Context: an optimization exercise on an open-source flow, tuned for small area and a short achievable clock period. The choices shown serve that exercise and are no tape-out recipe. RTL that was checked went through simulation tests only; none was proved equivalent to the original. Power and IR drop assume default switching activity.

before:
==> flow/design.v (excerpt) <==
module mac_array (
    input  clk,
    input  rst_n,
    input  [3:0] enable,
    input  [3:0] clear_acc,
    input  [31:0] input_data,
    input  [31:0] weight,
    output [63:0] mac_out,
    output [63:0] activated_out,
    output [3:0] valid,
    output [3:0] overflow
);
Size: about 1500 cells after synthesis, roughly 0.016 sq mm of cells after synthesis.
export LEC_CHECK = 0
export CAP_MARGIN = 20
export CORE_MARGIN = 2
export CORE_UTILIZATION = 40
export CTS_BUF_LIST = sky130_fd_sc_hd__clkbuf_4 sky130_fd_sc_hd__clkbuf_8
export SETUP_SLACK_MARGIN = 4.0
export SLEW_MARGIN = 20
export SYNTH_HIERARCHICAL = 1
create_clock -name core_clock -period 8.5 [get_ports {clk}]
standard.sh (not shown) runs the stock make flow with config.mk's settings and CLKGATE_MAP_FILE= SYNTH_SCRIPT=/design/flow/synth_recipe.tcl, a recipe that flattens the netlist after the stock synthesis.
==> flow/flow/run.sh <==
#!/bin/bash
# Layout flow: the standard ORFS flow with two changes.
#  1. Synthesis extracts full/half adder cells only inside the carry-save
#     cells (csa_fa, csa_ha); the other adders are left to ABC, so their
#     carry chains are not built from slow full-adder cells.  Registers are
#     untouched, so they match the standard synthesis.
#  2. The port buffers use the smallest buffer cell; timing repair upsizes
#     the ones on critical paths.
set -euo pipefail
HERE=$PWD
sed 's/^\(  extract_fa {\*}\[dont_use_extract_fa_args\]\)$/\1 csa_fa csa_ha/' \
  "$FLOW_HOME/scripts/synth.tcl" > "$HERE/synth_sel.tcl"
grep -q 'dont_use_extract_fa_args\] csa_fa csa_ha' "$HERE/synth_sel.tcl"
sed "s#^source \$::env(SCRIPTS_DIR)/synth.tcl\$#source $HERE/synth_sel.tcl#" \
  "$HERE/synth_recipe.tcl" > "$HERE/synth_recipe_sel.tcl"
grep -q "source $HERE/synth_sel.tcl" "$HERE/synth_recipe_sel.tcl"
export BUFFER_PORTS_ARGS="-buffer_cell sky130_fd_sc_hd__buf_1"
bash standard.sh SYNTH_SCRIPT="$HERE/synth_recipe_sel.tcl" finish > standard.log 2>&1
Here is what was changed in the inputs of after compared with before.
-- flow/config.mk --
<<< before, line 12
export SETUP_SLACK_MARGIN = 4.0
>>> after, line 12
export SETUP_SLACK_MARGIN = 3.85
--- outcome ---
Compared with before, after improves count of vias placed by the detailed router.
Looking at transition time of the tightest slew-check pin, after sits 0.098 ns above before.
From before to after the numbers moved as follows: summed negative setup slack over all endpoints has remained practically unchanged; shortest period the worst path allows has decreased; sequential share of layout area moved up; non-filler instance count after layout down about 1.6%; fmax climbed 1.5%.
From before to after the numbers moved as follows: worst slew margin relative to its limit now sits lower; area overhead of the layout relative to synthesis now sits lower; average wire per standard cell now sits lower; total power now sits lower.
No run of this note included a check of the RTL's function; only the layout flow was run.

---

Setup of v7:
Another version of the RTL of mac_array (not shown whole).
Size: about 1400 cells after synthesis, roughly 210 I/O pins.
export LEC_CHECK = 0
export CAP_MARGIN = 20
export CORE_MARGIN = 2
export CORE_UTILIZATION = 40
export CTS_BUF_LIST = sky130_fd_sc_hd__clkbuf_4 sky130_fd_sc_hd__clkbuf_8
export SETUP_SLACK_MARGIN = 3.7
export SLEW_MARGIN = 20
export SYNTH_HIERARCHICAL = 1
create_clock -name core_clock -period 8.5 [get_ports {clk}]
Scripts as last shown in full above: flow/flow/run.sh
The flow did not stop early for v7: all stages ran, and the layout cleared the timing, design-rule and antenna checks.
For v25, these inputs were changed with respect to v7:
# v7
export LEC_CHECK = 0
export CAP_MARGIN = 20
export CORE_MARGIN = 2
export CORE_UTILIZATION = 40
export CTS_BUF_LIST = sky130_fd_sc_hd__clkbuf_4 sky130_fd_sc_hd__clkbuf_8
export SETUP_SLACK_MARGIN = 3.7
export SLEW_MARGIN = 20
export SYNTH_HIERARCHICAL = 1
create_clock -name core_clock -period 8.5 [get_ports {clk}]
# v25
export LEC_CHECK = 0
export CAP_MARGIN = 20
export CORE_MARGIN = 2
export CORE_UTILIZATION = 40
export CTS_BUF_LIST = sky130_fd_sc_hd__clkbuf_4 sky130_fd_sc_hd__clkbuf_8
export SETUP_SLACK_MARGIN = 3.8
export SLEW_MARGIN = 20
export SYNTH_HIERARCHICAL = 1
create_clock -name core_clock -period 8.5 [get_ports {clk}]
[summary]
Async set-reset flop share out of synthesis: v25 vs v7 — no meaningful difference. Clock insertion delay at the later pin of the skew report: v25 higher than v7. Any difference in maximum frequency between v7 and v25 is small enough to ignore. Final core utilization, v25 and v7: larger value in v25. Of v25 and v7, v25 shows the higher final cell count, with v7 below it. Total number of cells along the worst setup path was higher in the run labelled v25.
No run of this note included a check of the RTL's function; only the layout flow was run.

---

mac_array, a different RTL version from the one above (not shown whole).
Size in the first run: about 1,500 cells after synthesis, about 0.016 mm^2 of cells after synthesis.
Settings: LEC_CHECK=0, CAP_MARGIN=20, CORE_MARGIN=2, CORE_UTILIZATION=40, CTS_BUF_LIST=sky130_fd_sc_hd__clkbuf_4 sky130_fd_sc_hd__clkbuf_8, SETUP_SLACK_MARGIN=4.0, SLEW_MARGIN=20, SYNTH_HIERARCHICAL=1; clock period 8.5 ns.
Scripts as last shown in full above: flow/flow/run.sh
The first run finished clean.
Next try:
--- a/flow/config.mk
+++ b/flow/config.mk
@@ -12 +12 @@
-export SETUP_SLACK_MARGIN = 4.0
+export SETUP_SLACK_MARGIN = 3.85
Result:
- The changed run completed without violations
- cell count goes down by 2.4%
- global-route usage went down by 0.85 points
- clock power is lower by about 0.6%
- setup slack got worse by 0.089 ns
- clock-buffer cell count is unchanged
- combinational power fell by 17%
- design area goes down by 6.7%
- utilization falls by 3.4 points
- synthesized cell count does not change
- wire length falls by 4.5%
Next try:
--- a/flow/config.mk
+++ b/flow/config.mk
@@ -12 +12 @@
-export SETUP_SLACK_MARGIN = 3.85
+export SETUP_SLACK_MARGIN = 3.7
Fmax drops by 1.9%. Worst setup slack loses 0.090 ns. Final cell count decreases by 0.49%. Via count drops by 1.9%. Die area is unchanged. Clock power fell by 4.5%. Routed wire length shrinks by 0.88%. Non-clock buffer count drops by 9. Combinational power went down by about 1%. Count of clock-buffer cells in the layout increases by 6. Synthesized cell count is unchanged.
Function was not checked in any run of this note: the RTL went through the layout flow alone.

---

Another version of the RTL of mac_array (not shown whole).
Size in the first run: ~1,500 cells after synthesis, ~160 flip-flops, ~210 I/O pins.
// mac_array
module mac_array (
    input  clk,
    input  rst_n,
    input  [3:0] enable,
    input  [3:0] clear_acc,
    input  [31:0] input_data,
    input  [31:0] weight,
    output [63:0] mac_out,
    output [63:0] activated_out,
    output [3:0] valid,
    output [3:0] overflow
);
export LEC_CHECK = 0
export CAP_MARGIN = 20
export CORE_MARGIN = 2
export CORE_UTILIZATION = 40
export CTS_BUF_LIST = sky130_fd_sc_hd__clkbuf_8
export CTS_CLUSTER_SIZE = 30
export SETUP_SLACK_MARGIN = 3.8
export SLEW_MARGIN = 20
export SYNTH_HIERARCHICAL = 1
create_clock -name core_clock -period 8.5 [get_ports {clk}]
Scripts as last shown in full above: flow/flow/run.sh
Change:
--- a/flow/config.mk
+++ b/flow/config.mk
@@ -11,3 +11,2 @@
-export CTS_BUF_LIST = sky130_fd_sc_hd__clkbuf_8
-export CTS_CLUSTER_SIZE = 30
-export SETUP_SLACK_MARGIN = 3.8
+export CTS_BUF_LIST = sky130_fd_sc_hd__clkbuf_4 sky130_fd_sc_hd__clkbuf_8
+export SETUP_SLACK_MARGIN = 4.0
=> Count of clock-buffer cells in the layout is higher by 1. Core utilization grows by 2.8 points. Total power grows by 17%.

---

run 1:
mac_array, a different RTL version from the one above (not shown whole).
Size in the first run: roughly 1600 cells after synthesis, about 210 I/O pins, roughly 16000 um2 of cells after synthesis.
Settings: LEC_CHECK=0, CAP_MARGIN=20, CORE_MARGIN=2, CORE_UTILIZATION=40, CTS_BUF_LIST=sky130_fd_sc_hd__clkbuf_4 sky130_fd_sc_hd__clkbuf_8, SETUP_SLACK_MARGIN=4.0, SLEW_MARGIN=20, SYNTH_HIERARCHICAL=1; clock period 8.5 ns.
==> flow/flow/run.sh <==
#!/bin/bash
# Layout flow: the standard ORFS flow with two changes.
#  1. Synthesis extracts full/half adder cells only inside the carry-save
#     cells (csa_fa, csa_ha); the other adders are left to ABC, so their
#     carry chains are not built from slow full-adder cells.  Registers are
#     untouched, so they match the standard synthesis.
#  2. The port buffers use the smallest buffer cell; timing repair upsizes
#     the ones on critical paths.
set -euo pipefail
HERE=$PWD
sed 's/^\(  extract_fa {\*}\[dont_use_extract_fa_args\]\)$/\1 csa_fa csa_ha/' \
  "$FLOW_HOME/scripts/synth.tcl" > "$HERE/synth_sel.tcl"
grep -q 'dont_use_extract_fa_args\] csa_fa csa_ha' "$HERE/synth_sel.tcl"
sed "s#^source \$::env(SCRIPTS_DIR)/synth.tcl\$#source $HERE/synth_sel.tcl#" \
  "$HERE/synth_recipe.tcl" > "$HERE/synth_recipe_sel.tcl"
grep -q "source $HERE/synth_sel.tcl" "$HERE/synth_recipe_sel.tcl"
export BUFFER_PORTS_ARGS="-buffer_cell sky130_fd_sc_hd__buf_1"
bash standard.sh SYNTH_SCRIPT="$HERE/synth_recipe_sel.tcl" RECOVER_POWER=100 finish > standard.log 2>&1
Complete run, failing final checks: run 1, reason max-capacitance violations, max-slew violations.
Relative to run 1, the following input files were edited for run 2:
- putting ABC_CLOCK_PERIOD_IN_PS at 3500 where nothing was set
-- flow/flow/run.sh --
<<< run 1, line 17
export BUFFER_PORTS_ARGS="-buffer_cell sky130_fd_sc_hd__buf_1"
bash standard.sh SYNTH_SCRIPT="$HERE/synth_recipe_sel.tcl" RECOVER_POWER=100 finish > standard.log 2>&1
>>> run 2, line 17
export BUFFER_PORTS_ARGS="-buffer_cell sky130_fd_sc_hd__buf_1"
bash standard.sh SYNTH_SCRIPT="$HERE/synth_recipe_sel.tcl" finish > standard.log 2>&1
## What came out
- The flow did not stop early for run 2: all stages ran, and the layout cleared the timing, design-rule and antenna checks.
- Compared to run 1, run 2 has share of the clock period used by the worst path after layout 14 points lower.
- Run 1 has higher via count than run 2.
- On fmax, the higher figure sits with run 2, not run 1.
- There was hardly any difference in proportion of cell area spent on the clock network between run 2 and run 1.
- Run 2: number of stages on the worst setup path lower than run 1
- Run 2 against run 1: core area comparable, part of the total power dissipated in combinational logic now larger.
- Run 2 ends up with lower vias per cell than run 1 does.
- The final reports for run 2 and run 1 show clock period minus final worst setup slack lower in the former.
- On run 2: internal portion of total power is about 9% higher than what run 1 gave.
- The power number comes out higher for run 2 vs run 1.
Input changes introduced in run 3 (baseline for comparison: run 2):
- ABC_CLOCK_PERIOD_IN_PS removed (was 3500)
- SETUP_SLACK_MARGIN changed from 4.0 to 4.5
==> flow/flow/run.sh <==
#!/bin/bash
# Standard layout, with the port buffers made from the smallest buffer cell
# instead of the resizer's default pick; timing repair upsizes them as needed.
cp standard.sh standard_sh.txt
export BUFFER_PORTS_ARGS="-buffer_cell sky130_fd_sc_hd__buf_1"
bash standard.sh > standard.log 2>&1
Notes after the runs:
In the metrics for run 3 and run 2, the one carrying the lower logic depth of the worst path, buffers included is run 2. Run 3 reports its worst setup path endpoint as activated_out[50] while run 2 reports activated_out[13]. Compared to run 2, run 3 has final critical delay including setup and external delays 380 ps higher. Run 3 vs run 2: overall die height down in run 3. Summary of run 3 over run 2: final non-filler cell total now smaller, post-route cell area now larger, power share of the combinational group now larger, wire length now larger, net count of the mapped netlist now smaller. Run 3 gives less number of rows created at floorplan than run 2 did.
### run 3 -> run 4
- a change of CORE_UTILIZATION from 40 to 65
- an added PLACE_DENSITY of 0.75
- a change of SETUP_SLACK_MARGIN from 4.5 to 4.0
==> flow/flow/run.sh <==
#!/bin/bash
# Layout flow: the standard ORFS flow with two changes.
#  1. Synthesis extracts full/half adder cells only inside the carry-save
#     cells (csa_fa, csa_ha); the other adders are left to ABC, so their
#     carry chains are not built from slow full-adder cells.  Registers are
#     untouched, so they match the standard synthesis.
#  2. The port buffers use the smallest buffer cell; timing repair upsizes
#     the ones on critical paths.
set -euo pipefail
HERE=$PWD
sed 's/^\(  extract_fa {\*}\[dont_use_extract_fa_args\]\)$/\1 csa_fa csa_ha/' \
  "$FLOW_HOME/scripts/synth.tcl" > "$HERE/synth_sel.tcl"
grep -q 'dont_use_extract_fa_args\] csa_fa csa_ha' "$HERE/synth_sel.tcl"
sed "s#^source \$::env(SCRIPTS_DIR)/synth.tcl\$#source $HERE/synth_sel.tcl#" \
  "$HERE/synth_recipe.tcl" > "$HERE/synth_recipe_sel.tcl"
grep -q "source $HERE/synth_sel.tcl" "$HERE/synth_recipe_sel.tcl"
export BUFFER_PORTS_ARGS="-buffer_cell sky130_fd_sc_hd__buf_1"
bash standard.sh SYNTH_SCRIPT="$HERE/synth_recipe_sel.tcl" finish > standard.log 2>&1
### Flow results
- Of the two values seen for critical path launch point, mac_channels[1].mac_inst.up_c[3] was produced by run 4 and mac_channels[3].mac_inst.up_s[0] by run 3.
- Looking at period utilization, run 4 sits below run 3.
- [compare] base=run 3 new=run 4: remaining max-slew budget at the tightest pin fell 5.6 points; number of post-CTS setup repair buffers decreased 37; post-route total power fell 6.6%; parity-gate share of the synthesized area counting xor and xnor cells rose 3.6 points; met1 routing resource usage after global routing went up.

---

build 15:
RTL: one of the versions met above, not the one the previous note started from.
Size: about 160 flip-flops, about 210 I/O pins, ~15,000 um2 of cells after synthesis.
Settings: LEC_CHECK=0, CAP_MARGIN=20, CORE_MARGIN=2, CORE_UTILIZATION=40, CTS_BUF_LIST=sky130_fd_sc_hd__clkbuf_4 sky130_fd_sc_hd__clkbuf_8, SETUP_SLACK_MARGIN=3.8, SLEW_MARGIN=20, SYNTH_HIERARCHICAL=1; clock period 8.5 ns.
==> flow/flow/run.sh <==
#!/bin/bash
# Layout flow: the standard ORFS flow with two changes.
#  1. Synthesis extracts full/half adder cells only inside the carry-save
#     cells (csa_fa, csa_ha); the other adders are left to ABC, so their
#     carry chains are not built from slow full-adder cells.  Registers are
#     untouched, so they match the standard synthesis.
#  2. The port buffers use the smallest buffer cell; timing repair upsizes
#     the ones on critical paths.
set -euo pipefail
HERE=$PWD
sed 's/^\(  extract_fa {\*}\[dont_use_extract_fa_args\]\)$/\1 csa_fa csa_ha/' \
  "$FLOW_HOME/scripts/synth.tcl" > "$HERE/synth_sel.tcl"
grep -q 'dont_use_extract_fa_args\] csa_fa csa_ha' "$HERE/synth_sel.tcl"
sed "s#^source \$::env(SCRIPTS_DIR)/synth.tcl\$#source $HERE/synth_sel.tcl#" \
  "$HERE/synth_recipe.tcl" > "$HERE/synth_recipe_sel.tcl"
grep -q "source $HERE/synth_sel.tcl" "$HERE/synth_recipe_sel.tcl"
export BUFFER_PORTS_ARGS="-buffer_cell sky130_fd_sc_hd__buf_1"
bash standard.sh SYNTH_SCRIPT="$HERE/synth_recipe_sel.tcl" finish > standard.log 2>&1
Inputs modified between build 15 and build 12:
diff --git a/flow/config.mk b/flow/config.mk
--- a/flow/config.mk
+++ b/flow/config.mk
@@ -11,3 +11,3 @@
 export CTS_BUF_LIST = sky130_fd_sc_hd__clkbuf_4 sky130_fd_sc_hd__clkbuf_8
-export SETUP_SLACK_MARGIN = 3.8
+export SETUP_SLACK_MARGIN = 3.7
 export SLEW_MARGIN = 20
## What came out
Global-route wire length before repair: build 12 lower than build 15
Worst-case register-to-register setup slack: build 12 vs build 15, no meaningful difference
The estimated power of build 12 ends up lower than the estimate for build 15.
On met1 wire length: between build 12 and build 15, it ends up higher for build 15.
Per the comparison of build 12 with build 15, final routed DRC violation total comparable; count of pins on the block boundary ~0 delta; synthesized area held.
Build 15 has a higher total of cells resized after clock tree synthesis than build 12.
Diff build 15 -> build 12 | setup slack | decrease of 57 ps
### build 12 -> build 59
diff --git a/flow/config.mk b/flow/config.mk
--- a/flow/config.mk
+++ b/flow/config.mk
@@ -11,3 +11,3 @@
 export CTS_BUF_LIST = sky130_fd_sc_hd__clkbuf_4 sky130_fd_sc_hd__clkbuf_8
-export SETUP_SLACK_MARGIN = 3.7
+export SETUP_SLACK_MARGIN = 3.9
 export SLEW_MARGIN = 20
Findings:
- Total power of build 59 is higher than that of build 12.
- Build 59 vs build 12 — power share of the clock group dropped 2.0 points.
- Global-route usage (build 59 over build 12): increase, 0.38 points
- Row sequential share of layout area: build 59 lower / build 12 higher
- [build 59] synthesis-to-layout area growth rose 4.4 points relative to build 12
- Of build 59 and build 12, it is build 59 that has the higher via count.
- sky130_fd_sc_hd__fa_1 as the slowest library cell on the worst path was reported by build 12, and sky130_fd_sc_hd__maj3_1 by build 59.
- The setup slack of build 59 exceeds that of build 12 by 120 ps.
- Looking only at ratio of final minimum period to clock period, and setting everything else aside, the lower value of build 12 and build 59 goes to build 59.
Changes in build 54 relative to build 59:
diff --git a/flow/config.mk b/flow/config.mk
--- a/flow/config.mk
+++ b/flow/config.mk
@@ -9,5 +9,5 @@
 export CORE_MARGIN = 2
-export CORE_UTILIZATION = 40
+export CORE_UTILIZATION = 50
 export CTS_BUF_LIST = sky130_fd_sc_hd__clkbuf_4 sky130_fd_sc_hd__clkbuf_8
-export SETUP_SLACK_MARGIN = 3.9
+export SETUP_SLACK_MARGIN = 3.8
 export SLEW_MARGIN = 20
==> summary.txt <==
- Compared with build 59, build 54 shows number of vias after detailed routing lower by 171.
- On total die area: between build 54 and build 59, it ends up lower for build 54.
- Between build 54 and build 59, the number of gates given a new drive strength after cts is higher for build 59.
- On build 54: power is 5.0% lower than what build 59 gave.
Edits applied to the flow inputs when going from build 54 to build 63:
diff --git a/flow/flow/run.sh b/flow/flow/run.sh
--- a/flow/flow/run.sh
+++ b/flow/flow/run.sh
@@ -16,3 +16,3 @@
 grep -q "source $HERE/synth_sel.tcl" "$HERE/synth_recipe_sel.tcl"
-export BUFFER_PORTS_ARGS="-buffer_cell sky130_fd_sc_hd__buf_1"
+export BUFFER_PORTS_ARGS="-buffer_cell sky130_fd_sc_hd__buf_2"
 bash standard.sh SYNTH_SCRIPT="$HERE/synth_recipe_sel.tcl" finish > standard.log 2>&1
diff --git a/flow/config.mk b/flow/config.mk
--- a/flow/config.mk
+++ b/flow/config.mk
@@ -9,5 +9,5 @@
 export CORE_MARGIN = 2
-export CORE_UTILIZATION = 50
+export CORE_UTILIZATION = 40
 export CTS_BUF_LIST = sky130_fd_sc_hd__clkbuf_4 sky130_fd_sc_hd__clkbuf_8
-export SETUP_SLACK_MARGIN = 3.8
+export SETUP_SLACK_MARGIN = 3.7
 export SLEW_MARGIN = 20
No run among build 63 and build 54 stopped early or left any final violation; all are clean.
Re internal power: build 63 is 4.8% up on build 54.
Between build 63 and build 54, it is build 63 whose max-slew headroom at the worst pin is lower, by 6.6 points.
Compare build 63 and build 54 | power density normalized to cell area higher: build 54
First-iteration DRC count in build 63 is 8.9% lower than in build 54
Core utilization delta for build 63 relative to build 54: 11 points lower
Changes observed in build 63 relative to build 54: maximum cell stage delay along the critical path saw a decrease; routed wire length dropped 0.57%.
## Diff of input files: build 98 against build 63
diff --git a/flow/flow/run.sh b/flow/flow/run.sh
--- a/flow/flow/run.sh
+++ b/flow/flow/run.sh
@@ -16,3 +16,3 @@
 grep -q "source $HERE/synth_sel.tcl" "$HERE/synth_recipe_sel.tcl"
-export BUFFER_PORTS_ARGS="-buffer_cell sky130_fd_sc_hd__buf_2"
+export BUFFER_PORTS_ARGS="-buffer_cell sky130_fd_sc_hd__buf_1"
 bash standard.sh SYNTH_SCRIPT="$HERE/synth_recipe_sel.tcl" finish > standard.log 2>&1
diff --git a/flow/config.mk b/flow/config.mk
--- a/flow/config.mk
+++ b/flow/config.mk
@@ -11,3 +11,3 @@
 export CTS_BUF_LIST = sky130_fd_sc_hd__clkbuf_4 sky130_fd_sc_hd__clkbuf_8
-export SETUP_SLACK_MARGIN = 3.7
+export SETUP_SLACK_MARGIN = 4.2
 export SLEW_MARGIN = 20
### Flow results
- Build 98 | status: complete | timing, DRC, antenna: pass
- Largest fanout on the critical path was lower in build 98 than in build 63.
- Build 63 and build 98 ended up with roughly the same clock latency reported for the late side of the worst-skew pair.
- On power spent charging and discharging nets: build 98 sits above build 63.
- On critical path depth: build 98 sits above build 63.
- The run with more routed wire is build 98, not build 63.
- [diff] worst setup slack, build 98 relative to build 63: improvement

==> afterwards: timing with drivers on the ports <==
No port has a modelled driver above. Below, the same layouts with a new extraction and two added sets of constraints.
Step 1, drivers: a clkbuf_16 drives clk and a buf_2 each remaining input, both assumed.
Step 2 moves the port delays by t, midway between the first and last clock arrival at a register: inputs arrive t later, outputs are due t later. That takes back most of the time a late clock gives input paths.
Slacks: ideal / step 1 / step 2; pairs: ideal / step 1.
run | t, ns | slack for setup (ns) | worst register clock-pin slew, ns
before | 0.540 | 3.820 / 3.777 / 3.663 | 0.10 / 0.10
after | 0.527 | 3.888 / 3.846 / 3.506 | 0.11 / 0.11
v7 | 0.522 | 3.705 / 3.657 / 3.175 | 0.11 / 0.11
v25 | 0.537 | 3.695 / 3.647 / 3.194 | 0.11 / 0.11
the first run of note 3 | 0.558 | 3.918 / 3.896 / 3.338 | 0.12 / 0.12
the second run of note 3 | 0.554 | 3.829 / 3.831 / 3.277 | 0.12 / 0.12
the third run of note 3 | 0.547 | 3.740 / 3.768 / 3.221 | 0.10 / 0.10
the first run of note 4 | 0.526 | 3.920 / 3.871 / 3.440 | 0.10 / 0.10
the second run of note 4 | 0.530 | 4.047 / 4.052 / 3.532 | 0.11 / 0.11
run 1 | 0.536 | 2.765 / 2.718 / 2.378 | 0.10 / 0.10
run 2 | 0.535 | 3.984 / 3.936 / 3.600 | 0.10 / 0.10
run 3 | 0.530 | 3.609 / 3.563 / 3.770 | 0.10 / 0.10
run 4 | 0.516 | 3.858 / 3.818 / 3.631 | 0.10 / 0.10
build 15 | 0.526 | 3.920 / 3.871 / 3.440 | 0.10 / 0.10
build 12 | 0.522 | 3.863 / 3.822 / 3.361 | 0.10 / 0.10
build 59 | 0.528 | 3.985 / 3.937 / 3.489 | 0.11 / 0.11
build 54 | 0.530 | 3.950 / 3.901 / 3.479 | 0.11 / 0.11
build 63 | 0.530 | 3.882 / 3.834 / 3.369 | 0.09 / 0.09
build 98 | 0.518 | 4.072 / 4.028 / 3.663 | 0.10 / 0.10
The setup slack of the first run of note 3, which loses most, moves by -0.022 ns with the drivers and by -0.580 ns with both steps.
